Context: an optimization exercise on an open-source flow, tuned for small area, a short achievable clock period and few clock cycles per item. The choices shown serve that exercise and are no tape-out recipe. The RTL was checked by simulation tests, not by an equivalence proof against the original design. Power is estimated from default activity; no workload was simulated.

==> design/flow/design.v <==
module SHA256 (
    input wire start, rst, clk, data_valid,
    input wire [7:0] in,
    output wire [255:0] result,
    output wire done
);
    localparam [255:0] H0 = { 32'h6a09e667, 32'hbb67ae85, 32'h3c6ef372, 32'ha54ff53a,
                              32'h510e527f, 32'h9b05688c, 32'h1f83d9ab, 32'h5be0cd19 };
    localparam [2047:0] KT = {
        32'hc67178f2, 32'hbef9a3f7, 32'ha4506ceb, 32'h90befffa,
        32'h8cc70208, 32'h84c87814, 32'h78a5636f, 32'h748f82ee,
        32'h682e6ff3, 32'h5b9cca4f, 32'h4ed8aa4a, 32'h391c0cb3,
        32'h34b0bcb5, 32'h2748774c, 32'h1e376c08, 32'h19a4c116,
        32'h106aa070, 32'hf40e3585, 32'hd6990624, 32'hd192e819,
        32'hc76c51a3, 32'hc24b8b70, 32'ha81a664b, 32'ha2bfe8a1,
        32'h92722c85, 32'h81c2c92e, 32'h766a0abb, 32'h650a7354,
        32'h53380d13, 32'h4d2c6dfc, 32'h2e1b2138, 32'h27b70a85,
        32'h14292967, 32'h06ca6351, 32'hd5a79147, 32'hc6e00bf3,
        32'hbf597fc7, 32'hb00327c8, 32'ha831c66d, 32'h983e5152,
        32'h76f988da, 32'h5cb0a9dc, 32'h4a7484aa, 32'h2de92c6f,
        32'h240ca1cc, 32'h0fc19dc6, 32'hefbe4786, 32'he49b69c1,
        32'hc19bf174, 32'h9bdc06a7, 32'h80deb1fe, 32'h72be5d74,
        32'h550c7dc3, 32'h243185be, 32'h12835b01, 32'hd807aa98,
        32'hab1c5ed5, 32'h923f82a4, 32'h59f111f1, 32'h3956c25b,
        32'he9b5dba5, 32'hb5c0fbcf, 32'h71374491, 32'h428a2f98
    };
    function [31:0] bsig0(input [31:0] x);
        bsig0 = {x[1:0], x[31:2]} ^ {x[12:0], x[31:13]} ^ {x[21:0], x[31:22]};
    endfunction
    function [31:0] bsig1(input [31:0] x);
        bsig1 = {x[5:0], x[31:6]} ^ {x[10:0], x[31:11]} ^ {x[24:0], x[31:25]};
    endfunction
    function [31:0] ssig0(input [31:0] x);
        ssig0 = {x[6:0], x[31:7]} ^ {x[17:0], x[31:18]} ^ {3'b000, x[31:3]};
    endfunction
    function [31:0] ssig1(input [31:0] x);
        ssig1 = {x[16:0], x[31:17]} ^ {x[18:0], x[31:19]} ^ {10'b0, x[31:10]};
    endfunction
    function [63:0] csa(input [31:0] x, input [31:0] y, input [31:0] z);
        csa = { ((x & y) | (z & (x | y))) << 1, x ^ y ^ z };
    endfunction
    reg        run;       
    reg        rx;        
    reg  [6:0] cnt;       
    reg  [6:0] len;       
    reg        blk;       
    reg  [5:0] t1;        
    reg [13:0] tsel;      
    reg        s1stop;    
    reg        lastf;     
    reg        v2, v3;    
    reg        cons;      
    reg  [5:0] k2, k3;    
    reg        finp;      
    reg        done_r;
    reg        go_d;      
    wire idle    = ~run;
    wire go      = idle & start;
    wire ended   = ~rx;
    wire two     = rx | (len >= 7'd56);
    wire s1_ok   = ~s1stop | (finp & ~lastf);
    wire avail   = t1[5] | t1[4] | blk | ended | (cnt[6:2] > {1'b0, t1[3:0]});
    wire s1go    = run & ~go_d & s1_ok & avail;
    always @(posedge clk) begin
        if (rst) begin
            run <= 1'b0; rx <= 1'b0; go_d <= 1'b0; v2 <= 1'b0; v3 <= 1'b0; cons <= 1'b0;
            finp <= 1'b0; done_r <= 1'b0;
        end else begin
            go_d   <= go;
            v2     <= s1go;
            v3     <= v2;
            cons   <= v2 & s1go;
            finp   <= v3 & (k3 == 6'd63);
            done_r <= finp & lastf;
            if (go) begin
                run <= 1'b1; rx <= 1'b1;
            end else begin
                if (done_r) run <= 1'b0;
                if (~data_valid) rx <= 1'b0;
            end
        end
    end
    always @(posedge clk) begin
        k2 <= t1;
        k3 <= k2;
        if (go_d) begin
            cnt <= 7'd1; len <= 7'd0; blk <= 1'b0; t1 <= 6'd0; s1stop <= 1'b0;
        end else begin
            if (rx) begin
                cnt <= cnt + 7'd1;
                len <= cnt;
            end
            if (s1go & (t1 == 6'd63)) s1stop <= 1'b1;
            else if (finp & ~lastf) s1stop <= 1'b0;
            if (s1go) begin
                t1 <= t1 + 6'd1;
                tsel <= {tsel[12:0], 1'b0};
                if (t1 == 6'd63) begin
                    lastf <= blk | ~two;
                    if (~blk & two) begin
                        blk <= 1'b1;
                        tsel <= 14'd1;
                    end
                end
            end
        end
    end
    reg [7:0] dl [0:50];
    integer i;
    always @(posedge clk) begin
        dl[0] <= in;
        for (i = 1; i <= 50; i = i + 1) dl[i] <= dl[i-1];
    end
    reg [7:0] r0, r1, r2, r3;
    integer j;
    always @(*) begin
        if (blk) begin
            r0 = 8'd0; r1 = 8'd0; r2 = 8'd0; r3 = 8'd0;
            for (j = 0; j < 14; j = j + 1) begin
                r0 = r0 | ({8{tsel[j]}} & dl[50-3*j]);
                r1 = r1 | ({8{tsel[j]}} & dl[49-3*j]);
                r2 = r2 | ({8{tsel[j]}} & dl[48-3*j]);
                r3 = r3 | ({8{tsel[j]}} & dl[47-3*j]);
            end
        end else begin
            r0 = ~ended ? dl[3] : (len[1:0] == 2'd1) ? dl[1] : (len[1:0] == 2'd2) ? dl[2] : dl[3];
            r1 = (ended & (len[1:0] == 2'd2)) ? dl[1] : dl[2];
            r2 = dl[1];
            r3 = dl[0];
        end
    end
    wire [6:0] pos0 = {blk, t1[3:0], 2'd0};
    function [7:0] padb(input [7:0] d, input [6:0] pos, input [6:0] n, input e);
        padb = (~e | pos < n) ? d : (pos == n) ? 8'h80 : 8'h00;
    endfunction
    wire [31:0] mword = (t1[3:0] == 4'd15 && (blk | ~two)) ? {22'd0, len, 3'd0} :
                        { padb(r0, pos0, len, ended), padb(r1, pos0 | 7'd1, len, ended),
                          padb(r2, pos0 | 7'd2, len, ended), padb(r3, pos0 | 7'd3, len, ended) };
    reg [31:0] w [0:15];
    reg  [31:0] wy;
    wire [63:0] wy1 = csa(w[10], ssig0(w[2]), w[1]);
    always @(posedge clk) wy <= wy1[31:0] + wy1[63:32];
    wire [31:0] wsched = ssig1(w[14]) + wy;
    wire [31:0] wnew = (t1[5] | t1[4]) ? wsched : mword;
    always @(posedge clk) begin
        if (s1go) begin
            for (i = 0; i < 15; i = i + 1) w[i] <= w[i+1];
            w[15] <= wnew;
        end
    end
    reg [31:0] a, b, c, d, e, f, g, h;
    reg [31:0] P;
    reg [31:0] ha [0:3];
    reg [31:0] he [0:3];
    wire [31:0] hsel = cons ? g : h;
    wire [63:0] pk = csa(hsel, KT[{k2, 5'd0} +: 32], w[15]);
    always @(posedge clk) P <= pk[31:0] + pk[63:32];
    wire [31:0] ch  = (e & f) ^ (~e & g);
    wire [31:0] mj  = (a & b) | (c & (a | b));
    wire [31:0] s1e = bsig1(e);
    wire [63:0] a1  = csa(P, ch, mj);
    wire [63:0] a2  = csa(a1[31:0], a1[63:32], s1e);
    wire [63:0] a3  = csa(a2[31:0], a2[63:32], bsig0(a));
    wire [31:0] an  = a3[31:0] + a3[63:32];
    wire [63:0] e1  = csa(P, ch, d);
    wire [63:0] e2  = csa(e1[31:0], e1[63:32], s1e);
    wire [31:0] en  = e2[31:0] + e2[63:32];
    wire hstep = (v3 & (k3[5:2] == 4'd15) & (k3[1:0] != 2'd0)) | finp;
    wire [31:0] suma = a + ha[3];
    wire [31:0] sume = e + he[3];
    always @(posedge clk) begin
        if (go_d) begin
            {ha[0], ha[1], ha[2], ha[3], he[0], he[1], he[2], he[3]} <= H0;
        end else if (hstep) begin
            ha[0] <= suma; ha[1] <= ha[0]; ha[2] <= ha[1]; ha[3] <= ha[2];
            he[0] <= sume; he[1] <= he[0]; he[2] <= he[1]; he[3] <= he[2];
        end
    end
    always @(posedge clk) begin
        if (v3) begin
            a <= an; b <= a; c <= b; d <= c;
            e <= en; f <= e; g <= f; h <= g;
        end else if (go_d) begin
            {a, b, c, d, e, f, g, h} <= H0;
        end else if (finp) begin
            a <= suma; b <= ha[0]; c <= ha[1]; d <= ha[2];
            e <= sume; f <= he[0]; g <= he[1]; h <= he[2];
        end
    end
    assign result = {ha[0], ha[1], ha[2], ha[3], he[0], he[1], he[2], he[3]};
    assign done = done_r;
endmodule
==> design/flow/flow/run.sh <==
#!/bin/bash
# The standard layout (the standard.sh, ORFS synthesis to finish) with two
# changes to how it is made:
#  - ADDER_MAP_FILE is emptied, so synthesis does not extract full/half adder
#    cells and ABC maps the adder logic with the rest (the registers are the
#    same as the standard synthesis's);
set -euo pipefail
bash standard.sh ADDER_MAP_FILE= SETUP_SLACK_MARGIN=7 finish > orfs_flow.log 2>&1
==> design/flow/standard.sh <==
#!/bin/bash
# synth_recipe.tcl (not shown) runs the flow's synth.tcl, then flattens the netlist and writes it again
# the make line also repeats each setting of config.mk as NAME=value (left out here)
make -C /OpenROAD-flow-scripts/flow DESIGN_CONFIG=/design/flow/config.mk WORK_HOME=/design/flow/orfs CLKGATE_MAP_FILE= SYNTH_SCRIPT=/design/flow/synth_recipe.tcl "${@:-finish}"
==> design/flow/config.mk <==
export PLATFORM = sky130hd
export DESIGN_NAME = SHA256
export DESIGN_NICKNAME = SHA256
export VERILOG_FILES = /design/flow/design.v
export SDC_FILE = /design/flow/constraint.sdc
export NUM_CORES = 4
export LEC_CHECK = 0
export ABC_AREA = 1
export CAP_MARGIN = 20
export CORE_MARGIN = 2
export CORE_UTILIZATION = 60
export CTS_CLUSTER_DIAMETER = 50
export CTS_CLUSTER_SIZE = 20
export SETUP_SLACK_MARGIN = 5
export SLEW_MARGIN = 20
==> design/flow/constraint.sdc <==
create_clock -name core_clock -period 11.0 [get_ports {clk}]
set_input_delay 2.2000 -clock core_clock [delete_from_list [all_inputs] [get_ports {clk}]]
set_output_delay 2.2000 -clock core_clock [all_outputs]
set_load 0.01 [all_outputs]
==> impl_results.md, run 1 <==
- Status: no timing/DRC/antenna violations
- # placed instances: 11.5k
- Clk sinks: 1,521
- R2R cell count: 18
- Static Leak: 40.9 nW
- Core ar.: 126,000 um2
- Max frequency: 242 MHz
- Top cells by area, synth: edfxtp_1, dfxtp_1, nand2_1, inv_1, nand3_1
- Top cell type's share of synthesized area: 0.295
- Drt drc: 0
- Nets: 10.2k
- PD cells: 264 nW/um2
- CP startpoint: e[9]
- Worst Max-Slew Pin Slew: 1.29 ns
- DR vias/cell: 6.14
- Iter 0 DRT Violations: 12.5k
- Layout Cells excl Fill: 11.9k
- Net Count, Synth: 9,895
- Reg2reg start: e[9]
- Clk Latency, worst-skew pair: 0.81 ns
- Layout cells sized above 1: 0.0731
- Port bufs: 268
- Initial antenna violation count: 6
- Max IR drop VDD: 203 uV
- Register area share after synthesis: 0.497
- Most used flip-flop cell after synthesis: dfxtp_1
- Area leader, netlist: edfxtp_1
- Row count: 130
- Power, Total: 22.9 mW
- Worst setup path category: reg2reg
- Largest net degree at the start of global routing: 218
- Crit share post-route: 0.376
- GR Overflow Total: 0
- Total CTS buffers: 136
- Slew Limit Headroom: 0.135
- Global-route wire length before repair: 415,000 um
- Cell Area, Placed: 80,300 um2
- Final Hold Fails: 0
- WHS Path Cells: 0
- Clk_skew: 0.0634 ns
- Final Cell Area: 86,700 um2
- Hold_sp: dl[4][6]
- Worst Path Arrival: 4.68 ns
- MaxCap Viol Count: 0
- Clock Path Buffers: 3
- Initial core utilization: 0.606
- Tot GR Track Use: 0.423
- Final ANT Viol Nets: 0
- CP required: 11.54 ns
- Synthesized cell area: 76,400 um2
- Post-synth EDFFs: 751
- DPL Wire Length: 207,000 um
- Post-route setup TNS: 0 ns
- Die ar.: 130,000 um2
- Vert. Die Dim: 361 um
- Pre-Repair DR Iteration Count: 12
- Synthesis Warnings: 5
- CTS clock-pin slew for the worst setup and hold paths: 0.09 ns
- CTS tree: done
- Routed wire per std cell: 24.0 um
- Cells after Synth: 9,883
- Via count: 73.0k
- IO Pins: 269
- HP Class: reg2reg
- Yosys reg bits: 1,521
- Die Span X: 361 um
- Setup-failing EPs final: 0
- Worst setup SP type: flop
- Number of global-route vias before repair: 65.8k
- H-tree depth: 4
- Min cycle time layout: 4.13 ns
- Hold_ws: 0.331 ns
- CP Capture Type: flop
- Root Driver: clkbuf_16
- Unique masters post-synth: 72
- Pins Over Slew Limit: 0
- Area grow syn2layout: 13.5%
- Post-Route WL: 286,000 um
- Syn avg cell area: 7.73 um2
- FILL cells: 9,746
- Ys async rst share: 0
- RSZ-0062 raised after global routing: yes
- GP Congestion: 1.07
- Crit-path max FO: 5
-- critical path, stage by stage (launching register included) --
cell and delay (ns):
edfxtp_1 0.50, buf_4 0.23, xnor2_1 0.20, xor2_1 0.61, inv_1 0.20, xor2_1 0.24, inv_1 0.06, nand2_1 0.21
nand2_1 0.14, nor2_1 0.26, nand2_1 0.11, nand2_1 0.16, inv_1 0.08, o21bai_1 0.41, nand2_1 0.18, nand3_1 0.10
nand2_1 0.05, nand3_1 0.06, nand2_1 0.06
-- synth_stat cells (all sizes together) (112+ instances only) --
library cell  number
nand3            747
nand2           3255
nand4            112
o21ai            522
xor2             313
clkbuf           205
dfxtp            770
edfxtp           751
inv             1094
nor2             930
xnor2            161
a21oi            390
-- power breakdown --
group	total (mW)	internal (mW)	leakage, nW	switching [mW]
Combinational	11.0	3.04	25.4	7.93
Sequential	6.85	6.45	13.2	0.405
Clock	5.05	2.62	2.27	2.44
Total	22.9	12.1	40.9	10.8
-- cells in the final DEF, fill, tap and decap left out, drive strengths merged, types with 150 or more instances in the layout --
cell type and n:
edfxtp 751, nand3 747, a21oi 390, nor2 930, xnor2 161, dfxtp 770
nand2 3255, inv 1129, xor2 313, o21ai 522, buf 150, clkbuf 161
-- cells by family (layout without fill, tap and decap cells) --
| kind of cell | Yosys count | count (layout) | synth area share |
|---|---|---|---|
| AND/OR/NAND/NOR | 5233 | 5233 | 0.281 |
| other | 0 | 7 | 0 |
| AO/OA/AOI/OAI | 1257 | 1257 | 0.0964 |
| multiplexers | 1 | 1 | 0.000131 |
| buffers and inverters | 1395 | 1755 | 0.0707 |
| flip-flops | 1521 | 1521 | 0.497 |
| XOR/XNOR | 474 | 474 | 0.0544 |
| adder cells (fa/ha/maj) | 2 | 2 | 0.000262 |
-- routing by layer --
metal  GRT usage  up-vias  routed length, um
li1            -    32635                  -
met1       0.612    33918             114000
met2       0.598     5497             116000
met3       0.114      978              41300
met4       0.170        6              14200
met5           0        -                 38
-- registers in the layout, summed over array words and instances (netlist names), 6 cells and up --
register / cells
ha: 128
h: 32
wy: 32
c: 32
g: 32
b: 32
k3: 6
k2: 6
P: 32
d: 32
dl: 408
w: 480
t1: 6
e: 32
he: 128
a: 32
f: 32
len: 7
tsel: 14
cnt: 7
-- path summary, 6_finish.rpt --
kind / slack, ns / end
worst max register to register: 6.87 / e[25]
worst min register to register: 0.33 / dl[5][6]
worst min-delay path: 0.33 / dl[5][6]
worst max-delay path: 6.87 / e[25]
-- area by class of cell --
type / count / area [um2] / share of cell area
flip-flops and latches: 1521 / 38200 / 0.441
multi-input cells: 6967 / 33700 / 0.388
inverters: 1096 / 4160 / 0.0479
repair buffers: 419 / 3910 / 0.0451
clock buffers: 160 / 3680 / 0.0424
well taps: 1650 / 2060 / 0.0238
clock inverters: 80 / 1000 / 0.0116
diodes: 7 / 17.5 / 0.000202
-- per-stage QoR --
stage	worst slack, ns	utilization
floorplan	2.52	-
global placement	6.54	0.637
detailed placement	6.63	0.637
CTS	7.00	0.676
global route	6.95	0.688
finish	6.87	0.688
-- timing repair --
item | in CTS | in global routing
setup endpoints to repair | 331 | 506
hold buffers | 0 | 0
gates resized for setup | 285 | 159
endpoints found under the hold margin | 0 | 0
pin swaps | 0 | 6
buffers inserted | 3 | 102
Testbench counts, summed over its fixed seeds: cycles 46,059, messages 320.
==> inputs of run 2 (changes only) <==
--- a/design/flow/design.v
+++ b/design/flow/design.v
@@ -60,3 +60,4 @@
     wire two     = rx | (len >= 7'd56);
-    wire s1_ok   = ~s1stop | (finp & ~lastf);
+    wire s3last  = v3 & (k3 == 6'd63);         
+    wire s1_ok   = ~s1stop | (s3last & ~lastf);
     wire avail   = t1[5] | t1[4] | blk | ended | (cnt[6:2] > {1'b0, t1[3:0]});
@@ -72,3 +73,3 @@
             cons   <= v2 & s1go;
-            finp   <= v3 & (k3 == 6'd63);
+            finp   <= s3last;
             done_r <= finp & lastf;
@@ -93,3 +94,3 @@
             if (s1go & (t1 == 6'd63)) s1stop <= 1'b1;
-            else if (finp & ~lastf) s1stop <= 1'b0;
+            else if (s3last & ~lastf) s1stop <= 1'b0;
             if (s1go) begin
@@ -107,3 +108,3 @@
     end
-    reg [7:0] dl [0:50];
+    reg [7:0] dl [0:49];
     integer i;
@@ -111,3 +112,3 @@
         dl[0] <= in;
-        for (i = 1; i <= 50; i = i + 1) dl[i] <= dl[i-1];
+        for (i = 1; i <= 49; i = i + 1) dl[i] <= dl[i-1];
     end
@@ -119,6 +120,6 @@
             for (j = 0; j < 14; j = j + 1) begin
-                r0 = r0 | ({8{tsel[j]}} & dl[50-3*j]);
-                r1 = r1 | ({8{tsel[j]}} & dl[49-3*j]);
-                r2 = r2 | ({8{tsel[j]}} & dl[48-3*j]);
-                r3 = r3 | ({8{tsel[j]}} & dl[47-3*j]);
+                r0 = r0 | ({8{tsel[j]}} & dl[49-3*j]);
+                r1 = r1 | ({8{tsel[j]}} & dl[48-3*j]);
+                r2 = r2 | ({8{tsel[j]}} & dl[47-3*j]);
+                r3 = r3 | ({8{tsel[j]}} & dl[46-3*j]);
             end
@@ -154,3 +155,3 @@
     reg [31:0] he [0:3];
-    wire [31:0] hsel = cons ? g : h;
+    wire [31:0] hsel = cons ? g : finp ? he[2] : h;
     wire [63:0] pk = csa(hsel, KT[{k2, 5'd0} +: 32], w[15]);
@@ -179,7 +180,7 @@
     always @(posedge clk) begin
-        if (v3) begin
+        if (go_d) begin
+            {a, b, c, d, e, f, g, h} <= H0;
+        end else if (v3) begin
             a <= an; b <= a; c <= b; d <= c;
             e <= en; f <= e; g <= f; h <= g;
-        end else if (go_d) begin
-            {a, b, c, d, e, f, g, h} <= H0;
         end else if (finp) begin
==> run 2 against run 1 <==
Clock skew down 0.017 ns. Register-to-register slack better by 0.24 ns. Sequential power up 4.4%. Die area about the same. Fmax up 3.7%. Sequential share of layout area down 2.6 points.
==> impl_results.md, run 2 <==
- Global-route wire length before repair: 400,000 um
- Crit path buffers/inverters: 1
- Status: no timing/DRC/antenna violations
- Die ar.: 130,000 um2
- Vert. Die Dim: 361 um
- Drt drc: 0
- Pre-CTS setup slack: 6.17 ns
- GP Congestion: 1.04
- Largest delay share family, worst path: buffers and inverters
- Slack of the critical path: 7.02 ns
- Routed wire per std cell: 22.2 um
- N_diodes: 0
- Max IR drop VDD: 263 uV
- Yosys reg bits: 1,513
- Clock Power Share: 0.171
- CP peak stage delay: 0.57 ns
- Synthesized cell area: 76,500 um2
- CTS tree: done
- Post-synth EDFFs: 495
- Total CTS buffers: 137
- DR vias/cell: 5.92
- PD cells: 352 nW/um2
- Final Hold Fails: 0
- Largest net degree at the start of global routing: 233
- Min cycle time layout: 3.98 ns
- Core ar.: 126,000 um2
- Syn avg cell area: 7.39 um2
- Switching portion of total power: 0.533
- HP Class: reg2reg
- IO Pins: 269
- Setup-failing EPs final: 0
- Logic pwr share: 0.593
- Most frequent cells in the layout: nand2_1, inv_1, dfxtp_1, nand3_1, nor2_1
- Pre-Repair DR Iteration Count: 9
- Worst Path Arrival: 1.78 ns
- Top cell type's share of synthesized area: 0.267
- Internal power: 14.1 mW
- Tot GR Track Use: 0.402
- Max reg flops: 480
- Crit-path max FO: 4
- Pins Over Slew Limit: 0
- Top Registers: w (480), dl (400)
- Most flops, register: w
- Top cells by area, synth: dfxtp_1, edfxtp_1, nand2_1, inv_1, nand3_1
- Number of global-route vias before repair: 66.1k
- Initial antenna violation count: 9
- Slew Limit Headroom: 0.187
- Hold-fix buffers, CTS: 0
- Sequential power share: 0.237
- RSZ-0062 raised after global routing: yes
- Layout cells sized above 1: 0.0763
- Worst setup SP type: flop
- Top-count cell post-synth: nand2_1
- Critical Path Slowest Stage Cell: clkdlybuf4s50_1
- Ys async rst share: 0
- Static Leak: 41.1 nW
- Post-Route WL: 271,000 um
- Max frequency: 251 MHz
- CP required: 8.80 ns
- Clk sinks: 1,513
- Area leader, netlist: dfxtp_1
- CP Capture Type: output port
- Synthesis Warnings: 5
- Initial core utilization: 0.607
- GR Overflow Total: 0
- Crit share post-route: 0.362
- Final ANT Viol Nets: 0
- Most common library cells after synthesis: nand2_1, inv_1, dfxtp_1
- Clk Latency, worst-skew pair: 0.81 ns
- Sw Pwr: 16.1 mW
- Clk_skew: 0.0459 ns
- Via count: 72.4k
- Port bufs: 268
- Die Span X: 361 um
- Row count: 130
- DPL Wire Length: 203,000 um
- MaxCap Viol Count: 0
- CTS clock-pin slew for the worst setup and hold paths: 0.08 ns
- Critical-path cell list: clkdlybuf4s50_1
- Post-route setup TNS: 0 ns
- Clock Path Buffers: 3
- Most used flip-flop cell after synthesis: dfxtp_1
- H-tree depth: 4
- Register area share after synthesis: 0.461
- Area grow syn2layout: 12.4%
- Root Driver: clkbuf_16
- Nets: 10.5k
- Net Count, Synth: 10.4k
- Iter 0 DRT Violations: 9,953
- Worst setup path category: reg2out
- Cells after Synth: 10.3k
- Worst Max-Slew Pin Slew: 1.22 ns
- Unique masters post-synth: 76
- Most common cell after layout, fill and taps aside: nand2_1
[run 2: changes by cell type in the layout (fill, tap and decap cells not counted), moves of 75 or more]
cell | before | now
a21oi_1 | 375 | 506
buf_4 | 134 | 49
dfxtp_1 | 622 | 824
edfxtp_1 | 751 | 495
inv_1 | 1066 | 1141
nand2_1 | 3224 | 3390
nor2_1 | 905 | 704
o211ai_1 | 39 | 133
[run 2: cell families (layout without fill, tap and decap cells)]
| logic type | Yosys count | count (layout) | share of synthesized area |
|---|---|---|---|
| multiplexers | 17 | 17 | 0.00224 |
| adder cells (fa/ha/maj) | 1 | 1 | 0.000131 |
| AND/OR/NAND/NOR | 5290 | 5290 | 0.288 |
| XOR/XNOR | 470 | 470 | 0.0541 |
| flip-flops | 1513 | 1513 | 0.461 |
| buffers and inverters | 1566 | 1785 | 0.0800 |
| AO/OA/AOI/OAI | 1490 | 1490 | 0.114 |
[run 2: power groups by stage]
stage / combinational (mW) / clock [mW] / sequential (mW)
2_1_floorplan: 12.5 / 0 / 6.72
3_3_place_gp: 16.8 / 0 / 7.18
3_5_place_dp: 17.0 / 0 / 7.20
4_1_cts: 17.1 / 5.18 / 7.08
5_1_grt: 19.6 / 5.40 / 7.16
6_report: 17.9 / 5.17 / 7.15
[run 2: worst reg2reg max path: cells and delay by family (launching register included)]
family	cells	cell delay, ns
DFF	1	0.56
buffers and inverters	2	0.18
and+or+nand+nor	13	1.90
AOI/OAI and AO/OA	2	0.72
xor gates and xnor gates	2	0.36
[run 2: metal layers]
layer  vias to the layer above  global-route usage  share of wire
met5                         -                   0        0.00033
met1                     33394               0.549           0.40
li1                      33712                   -              -
met2                      4354               0.588           0.42
met3                       896              0.0992           0.12
met4                        12               0.216          0.063
[run 2: layout make-up]
type	instances	area, um2
fillers	10401	40100
flip-flops and latches	1513	35600
multi-input cells	7268	35400
inverters	1208	4590
clock buffers	153	3590
repair buffers	329	3290
well taps	1650	2060
clock inverters	94	1350
repair inverters	1	7.51
[run 2: path summary, 6_finish.rpt]
check	startpoint	cells after the start	end	slack, ns
setup / recovery	ha[0][10]	1	result[234]	7.02
setup reg to reg	e[23]	19	e[24]	7.11
hold reg to reg	dl[4][6]	0	dl[5][6]	0.31
hold / removal	dl[4][6]	0	dl[5][6]	0.31
[run 2: per-stage QoR]
step / hold WS [ns] / instances / power, mW / cell area (um2) / utilization
3_5_place_dp: 0.312 / 11959 / 24.2 / 80100 / 0.636
6_report: 0.310 / 12216 / 30.2 / 85900 / 0.682
3_3_place_gp: 0.310 / 11959 / 24.0 / 80100 / 0.636
4_1_cts: 0.306 / 12209 / 29.4 / 85400 / 0.677
5_1_grt: 0.327 / 12216 / 32.2 / 85900 / 0.682
2_1_floorplan: 0.310 / 10347 / 19.2 / 76500 / -
[run 2: what timing repair did]
item | CTS | global route
pin swaps | 0 | 3
cloned | 2 | 0
resized for setup | 249 | 163
setup buffers | 1 | 6
endpoints found under the setup margin | 579 | 218
Testbench counts of run 2, summed over its fixed seeds: cycles 45,877, messages 320.
==> inputs of run 3 (changes only) <==
--- a/design/flow/flow/run.sh
+++ b/design/flow/flow/run.sh
@@ -7,2 +7,2 @@
 set -euo pipefail
-bash standard.sh ADDER_MAP_FILE= SETUP_SLACK_MARGIN=7 finish > orfs_flow.log 2>&1
+bash standard.sh ADDER_MAP_FILE= SETUP_SLACK_MARGIN=7.5 finish > orfs_flow.log 2>&1
--- a/design/flow/config.mk
+++ b/design/flow/config.mk
@@ -15 +15,2 @@
 export SLEW_MARGIN = 20
+export TNS_END_PERCENT = 10
==> run 3 against run 2 <==
Still clean. Sequential share of layout area is 0.88 points lower. Cell area grew 3.1%. Worst setup slack gained 0.30 ns. Critical path depth unchanged. Clock-buffer cell count increased by 1. Total power up 7.9%. Fmax is 8.1% higher. Synthesized cell count unchanged. Non-clock buffer count grew 118. Area after synthesis did not move. Clock skew is 0.0013 ns lower. Critical endpoint is now result[187]. Largest power group unchanged. Highest routed layer unchanged.
==> impl_results.md, run 3 <==
- Min cycle time layout: 3.69 ns
- Top-count cell post-synth: nand2_1
- Die ar.: 130,000 um2
- Slew Limit Headroom: 0.139
- IO Pins: 269
- Top cells by area, synth: dfxtp_1, edfxtp_1, nand2_1, inv_1, nand3_1
- Most common cell after layout, fill and taps aside: nand2_1
- Root Driver: clkbuf_16
- CTS clock-pin slew for the worst setup and hold paths: 0.09 ns
- Critical-path cell list: dlygate4sd2_1
- Register area share after synthesis: 0.461
- Max IR drop VDD: 369 uV
- Layout cells sized above 1: 0.136
- Pins Over Slew Limit: 0
- Area grow syn2layout: 15.8%
- Syn avg cell area: 7.39 um2
- Post-synth EDFFs: 495
- Initial antenna violation count: 12
- Top cell type's share of synthesized area: 0.267
- Die Span X: 361 um
- DPL Wire Length: 209,000 um
- Most flops, register: w
- HP Class: reg2reg
- DR vias/cell: 6.09
- Max reg flops: 480
- Row count: 130
- Area leader, netlist: dfxtp_1
- Slack of the critical path: 7.31 ns
- Top Registers: w (480), dl (400)
- Clk_skew: 0.0447 ns
- Ys async rst share: 0
- Vert. Die Dim: 361 um
- Net Count, Synth: 10.4k
- Nets: 10.6k
- Port bufs: 268
- Iter 0 DRT Violations: 11.9k
- CP peak stage delay: 0.38 ns
- Max frequency: 271 MHz
- Synthesis Warnings: 5
- Yosys reg bits: 1,513
- RSZ-0062 raised after global routing: yes
- CP Capture Type: output port
- Tot GR Track Use: 0.416
- Initial core utilization: 0.607
- Crit path buffers/inverters: 1
- Clk sinks: 1,513
- Routed wire per std cell: 23.4 um
- Largest net degree at the start of global routing: 214
- MaxCap Viol Count: 0
- Clk Latency, worst-skew pair: 0.82 ns
- Pre-Repair DR Iteration Count: 10
- Unique masters post-synth: 76
- Worst Path Arrival: 1.49 ns
- Worst Max-Slew Pin Slew: 1.29 ns
- CTS tree: done
- Critical Path Slowest Stage Cell: dfxtp_1
- Final ANT Viol Nets: 0
- Setup-failing EPs final: 0
- Cells after Synth: 10.3k
- Static Leak: 41.8 nW
- Worst setup path category: reg2out
- GR Overflow Total: 0
- Status: no timing/DRC/antenna violations
- Post-Route WL: 289,000 um
- Hold-fix buffers, CTS: 0
- Number of global-route vias before repair: 66.5k
- Largest delay share family, worst path: flip-flops
- Drt drc: 0
- Core ar.: 126,000 um2
- Post-route setup TNS: 0 ns
- H-tree depth: 4
- Most common library cells after synthesis: nand2_1, inv_1, dfxtp_1
- Crit share post-route: 0.335
- Pre-CTS setup slack: 6.43 ns
- Crit-path max FO: 2
- Worst setup SP type: flop
- Synthesized cell area: 76,500 um2
- Via count: 75.1k
- Most used flip-flop cell after synthesis: dfxtp_1
- Total CTS buffers: 135
- CP required: 8.80 ns
- Global-route wire length before repair: 411,000 um
- PD cells: 368 nW/um2
- GP Congestion: 1.05
- Final Hold Fails: 0
- Most frequent cells in the layout: nand2_1, inv_1, nand3_1, dfxtp_1, nor2_1
- Clock Path Buffers: 3
==> run 3: cell type report <==
type / count / area [um2]
Tap cell: 1650 / 2060
Fill cell: 9779 / 37500
Timing Repair inverter: 2 / 12.5
Inverter: 1208 / 4660
Sequential cell: 1513 / 35900
Multi-Input combinational cell: 7268 / 37200
Antenna cell: 5 / 12.5
Timing Repair Buffer: 447 / 3890
Clock buffer: 154 / 3620
Clock inverter: 87 / 1130
==> run 3: worst paths after layout <==
check	to	depth (start not counted)	startpoint	slack (ns)
setup / recovery	result[187]	1	ha[2][27]	7.31
setup reg to reg	a[26]	20	e[18]	7.39
hold / removal	dl[1][7]	0	dl[0][7]	0.32
hold reg to reg	dl[1][7]	0	dl[0][7]	0.32
==> run 3: where the power goes <==
part / switching [mW] / total, mW / internal [mW]
clock: 2.45 / 5.08 / 2.63
combinational: 14.5 / 20.4 / 5.92
sequential: 0.777 / 7.17 / 6.39
total: 17.7 / 32.6 / 14.9
==> run 3: through the flow <==
stage / instance area, um2 / util / instances / hold slack, ns / total power [mW]
floorplan: 76500 / - / 10347 / 0.310 / 19.2
global placement: 80100 / 0.636 / 11957 / 0.310 / 24.2
detailed placement: 80100 / 0.636 / 11957 / 0.313 / 24.5
CTS: 85200 / 0.676 / 12205 / 0.327 / 29.6
global route: 88600 / 0.703 / 12329 / 0.330 / 34.4
finish: 88600 / 0.703 / 12334 / 0.323 / 32.6
==> run 3: kinds of logic (layout without fill, tap and decap cells) <==
| kind of cell | count (synthesis) | after routing | synth area share |
|---|---|---|---|
| xor+xnor | 470 | 470 | 0.0541 |
| buf+inv | 1566 | 1898 | 0.0800 |
| mux | 17 | 17 | 0.00224 |
| simple gates | 5290 | 5290 | 0.288 |
| fa+ha+maj | 1 | 1 | 0.000131 |
| compound gates | 1490 | 1490 | 0.114 |
| flops | 1513 | 1513 | 0.461 |
| other cells | 0 | 5 | 0 |
==> run 3: repair_timing <==
action	4_1_cts	5_1_grt
cloned	3	5
pin swaps	1	53
setup buffers	4	119
endpoints found under the setup margin	1055	951
gates resized for setup	526	1026
==> run 3: layer usage <==
metal | global-route usage | wire (um)
met1 | 0.567 | 110000
met2 | 0.615 | 122000
met3 | 0.0974 | 38000
met4 | 0.213 | 18800
met5 | 0 | 76
==> inputs of run 4 (changes only) <==
--- a/design/flow/config.mk
+++ b/design/flow/config.mk
@@ -10,3 +10,3 @@
 export CORE_MARGIN = 2
-export CORE_UTILIZATION = 60
+export CORE_UTILIZATION = 55
 export CTS_CLUSTER_DIAMETER = 50
@@ -15,2 +15,2 @@
 export SLEW_MARGIN = 20
-export TNS_END_PERCENT = 10
+export TNS_END_PERCENT = 5
==> run 4 against run 3 <==
Still clean on timing, DRC and antenna. Critical path depth rose by 14. Hold slack got worse by 0.0016 ns. First-iteration DRC count fell by 19%. Clock-buffer cell count fell by 5. Cell area rose by 0.51%. Synthesized cell count did not move. Flip-flop and latch count did not move. Clock power barely moved. Total power fell by 1.1%. Routed wire length fell by 1.3%.
==> impl_results.md, run 4 <==
- Most common library cells after synthesis: nand2_1, inv_1, dfxtp_1
- Initial core utilization: 0.555
- Unique masters post-synth: 76
- # placed instances: 12.1k
- Row count: 136
- Die ar.: 142,000 um2
- Layout Cells excl Fill: 12.6k
- Power, Total: 32.3 mW
- FILL cells: 11.9k
- Hold-fix buffers, CTS: 0
- Post-route setup TNS: 0 ns
- Max reg flops: 480
- Iter 0 DRT Violations: 9,668
- Root Driver: clkbuf_16
- RSZ-0062 raised after global routing: yes
- Drt drc: 0
- Tot GR Track Use: 0.382
- Max frequency: 277 MHz
- Cells after Synth: 10.3k
- Synthesis Warnings: 5
- Number of global-route vias before repair: 65.4k
- Largest net degree at the start of global routing: 168
- Post-synth EDFFs: 495
- GP Congestion: 1.04
- Ys async rst share: 0
- Nets: 10.7k
- Pins Over Slew Limit: 0
- Register area share after synthesis: 0.461
- Slew Limit Headroom: 0.194
- PD cells: 362 nW/um2
- Top Registers: w (480), dl (400)
- Core ar.: 138,000 um2
- Net Count, Synth: 10.4k
- Port bufs: 268
- Area grow syn2layout: 16.4%
- Area leader, netlist: dfxtp_1
- Die Span X: 377 um
- Most used flip-flop cell after synthesis: dfxtp_1
- Most frequent cells in the layout: nand2_1, inv_1, nand3_1, dfxtp_1, nor2_1
- Worst Max-Slew Pin Slew: 1.21 ns
- Syn avg cell area: 7.39 um2
- IO Pins: 269
- DPL Wire Length: 209,000 um
- Clk_skew: 0.0657 ns
- Top cell type's share of synthesized area: 0.267
- Final ANT Viol Nets: 0
- Clock Path Buffers: 3
- Synthesized cell area: 76,500 um2
- H-tree depth: 4
- Worst setup SP type: flop
- MaxCap Viol Count: 0
- Yosys reg bits: 1,513
- Vert. Die Dim: 377 um
- DR vias/cell: 5.85
- Setup-failing EPs final: 0
- Most flops, register: w
- Global-route wire length before repair: 409,000 um
- Top-count cell post-synth: nand2_1
- CP Capture Type: flop
- Clk sinks: 1,513
- CTS clock-pin slew for the worst setup and hold paths: 0.07 ns
- Layout cells sized above 1: 0.160
- Min cycle time layout: 3.61 ns
- Pre-Repair DR Iteration Count: 8
- Most common cell after layout, fill and taps aside: nand2_1
- Crit-path max FO: 18
- HP Class: reg2reg
- Max IR drop VDD: 388 uV
- Via count: 73.7k
- Final Hold Fails: 0
- CTS tree: done
- Post-Route WL: 285,000 um
- Worst setup path category: reg2reg
- Clk Latency, worst-skew pair: 0.83 ns
- Top cells by area, synth: dfxtp_1, edfxtp_1, nand2_1, inv_1, nand3_1
- Total CTS buffers: 136
- Initial antenna violation count: 3
- Crit share post-route: 0.328
- Routed wire per std cell: 22.6 um
- CP required: 11.66 ns
- Static Leak: 42.2 nW
- GR Overflow Total: 0
- Status: no timing/DRC/antenna violations
- Worst Path Arrival: 4.27 ns
[run 4: cell counts after synthesis]
No cell type changed its count.
[run 4: kinds of logic after synthesis]
group	Yosys count	synth area share
simple gates	5290	0.288
fa+ha+maj	1	0.000131
xor+xnor	470	0.0541
mux	17	0.00224
compound gates	1490	0.114
buf+inv	1566	0.0800
flops	1513	0.461
[run 4: where the power goes]
part	internal, mW	switching [mW]
Combinational	5.86	14.2
Sequential	6.37	0.758
Clock	2.64	2.41
[run 4: worst max-delay path, stage by stage (launching register included)]
cell and delay [ns]:
dfxtp_2 0.36, clkinvlp_4 0.41, nand2_1 0.20, nand2_1 0.12, o21ai_0 0.75, nand2_1 0.21, nand2_1 0.11, nand2_1 0.07
nand3b_1 0.19, nand2_2 0.19, nor2_2 0.07, nand2_1 0.08, inv_1 0.08, a21oi_2 0.17, nand2_2 0.11, xnor2_1 0.33
[run 4: per-stage QoR]
step | hold WS [ns] | utilization | area [um2] | setup WS (ns)
finish | 0.322 | 0.647 | 89000 | 7.39
global route | 0.331 | 0.647 | 89000 | 7.35
CTS | 0.329 | 0.630 | 86700 | 7.35
detailed placement | 0.312 | 0.584 | 80400 | 6.24
global placement | 0.312 | 0.584 | 80400 | 6.33
floorplan | 0.310 | - | 76500 | 2.52
[run 4: path summary, 6_finish.rpt]
path / from / endpoint / slack [ns] / cells after the start
setup reg to reg: finp / P[14] / 7.39 / 15
hold / removal: dl[6][0] / dl[7][0] / 0.32 / 0
setup / recovery: finp / P[14] / 7.39 / 15
hold reg to reg: dl[6][0] / dl[7][0] / 0.32 / 0
[run 4: cell type report]
type,count,area (um2),area share
flip-flops and latches,1513,36100,0.406
diodes,2,5.00,0.0000562
inverters,1208,4630,0.0520
clock buffers,149,3540,0.0398
well taps,1794,2240,0.0252
multi-input cells,7268,37100,0.416
repair buffers,563,4190,0.0470
clock inverters,93,1230,0.0138
repair inverters,2,10.0,0.000112
[run 4: per-layer routing]
| layer | vias up | wire length [um] | GRT usage | part of all wire |
|---|---|---|---|---|
| met2 | 4105 | 118000 | 0.550 | 0.42 |
| met1 | 34512 | 119000 | 0.543 | 0.42 |
| met3 | 843 | 31100 | 0.0844 | 0.11 |
| li1 | 34198 | - | - | - |
| met4 | 4 | 16000 | 0.182 | 0.056 |
| met5 | - | 26 | 0 | 0.000091 |
[run 4: repair_timing]
action	4_1_cts	5_1_grt
gates cloned	4	2
setup buffers	62	171
resized for setup	1175	792
pin swaps	3	48
setup endpoints to repair	887	740

==> separate check: timing with driven ports <==
In the flow no input, the clock included, has a driving cell. The finished layouts below were timed again as built, in two steps.
Step 1, drivers: a clkbuf_16 drives clk and a buf_2 each remaining input, both assumed.
Step 2 also shifts input and output timing later by t, the mid clock arrival at the registers, as if the neighbouring blocks saw the same clock.
a / b / c = no drivers / after step 1 / after step 2; a / b = the first two.
run | t (ns) | setup slack, ns | worst setup path at the end
run 1 | 0.865 | 6.868 / 6.868 / 6.868 | register to register
run 2 | 0.877 | 7.015 / 6.926 / 7.112 | register to register
run 3 | 0.885 | 7.313 / 7.230 / 7.385 | register to register
run 4 | 0.883 | 7.394 / 7.314 / 7.268 | input to register
After both steps every run listed still meets setup and hold. For run 4, which loses most, drivers alone change the setup slack by -0.080 ns; drivers and shift together by -0.126 ns.
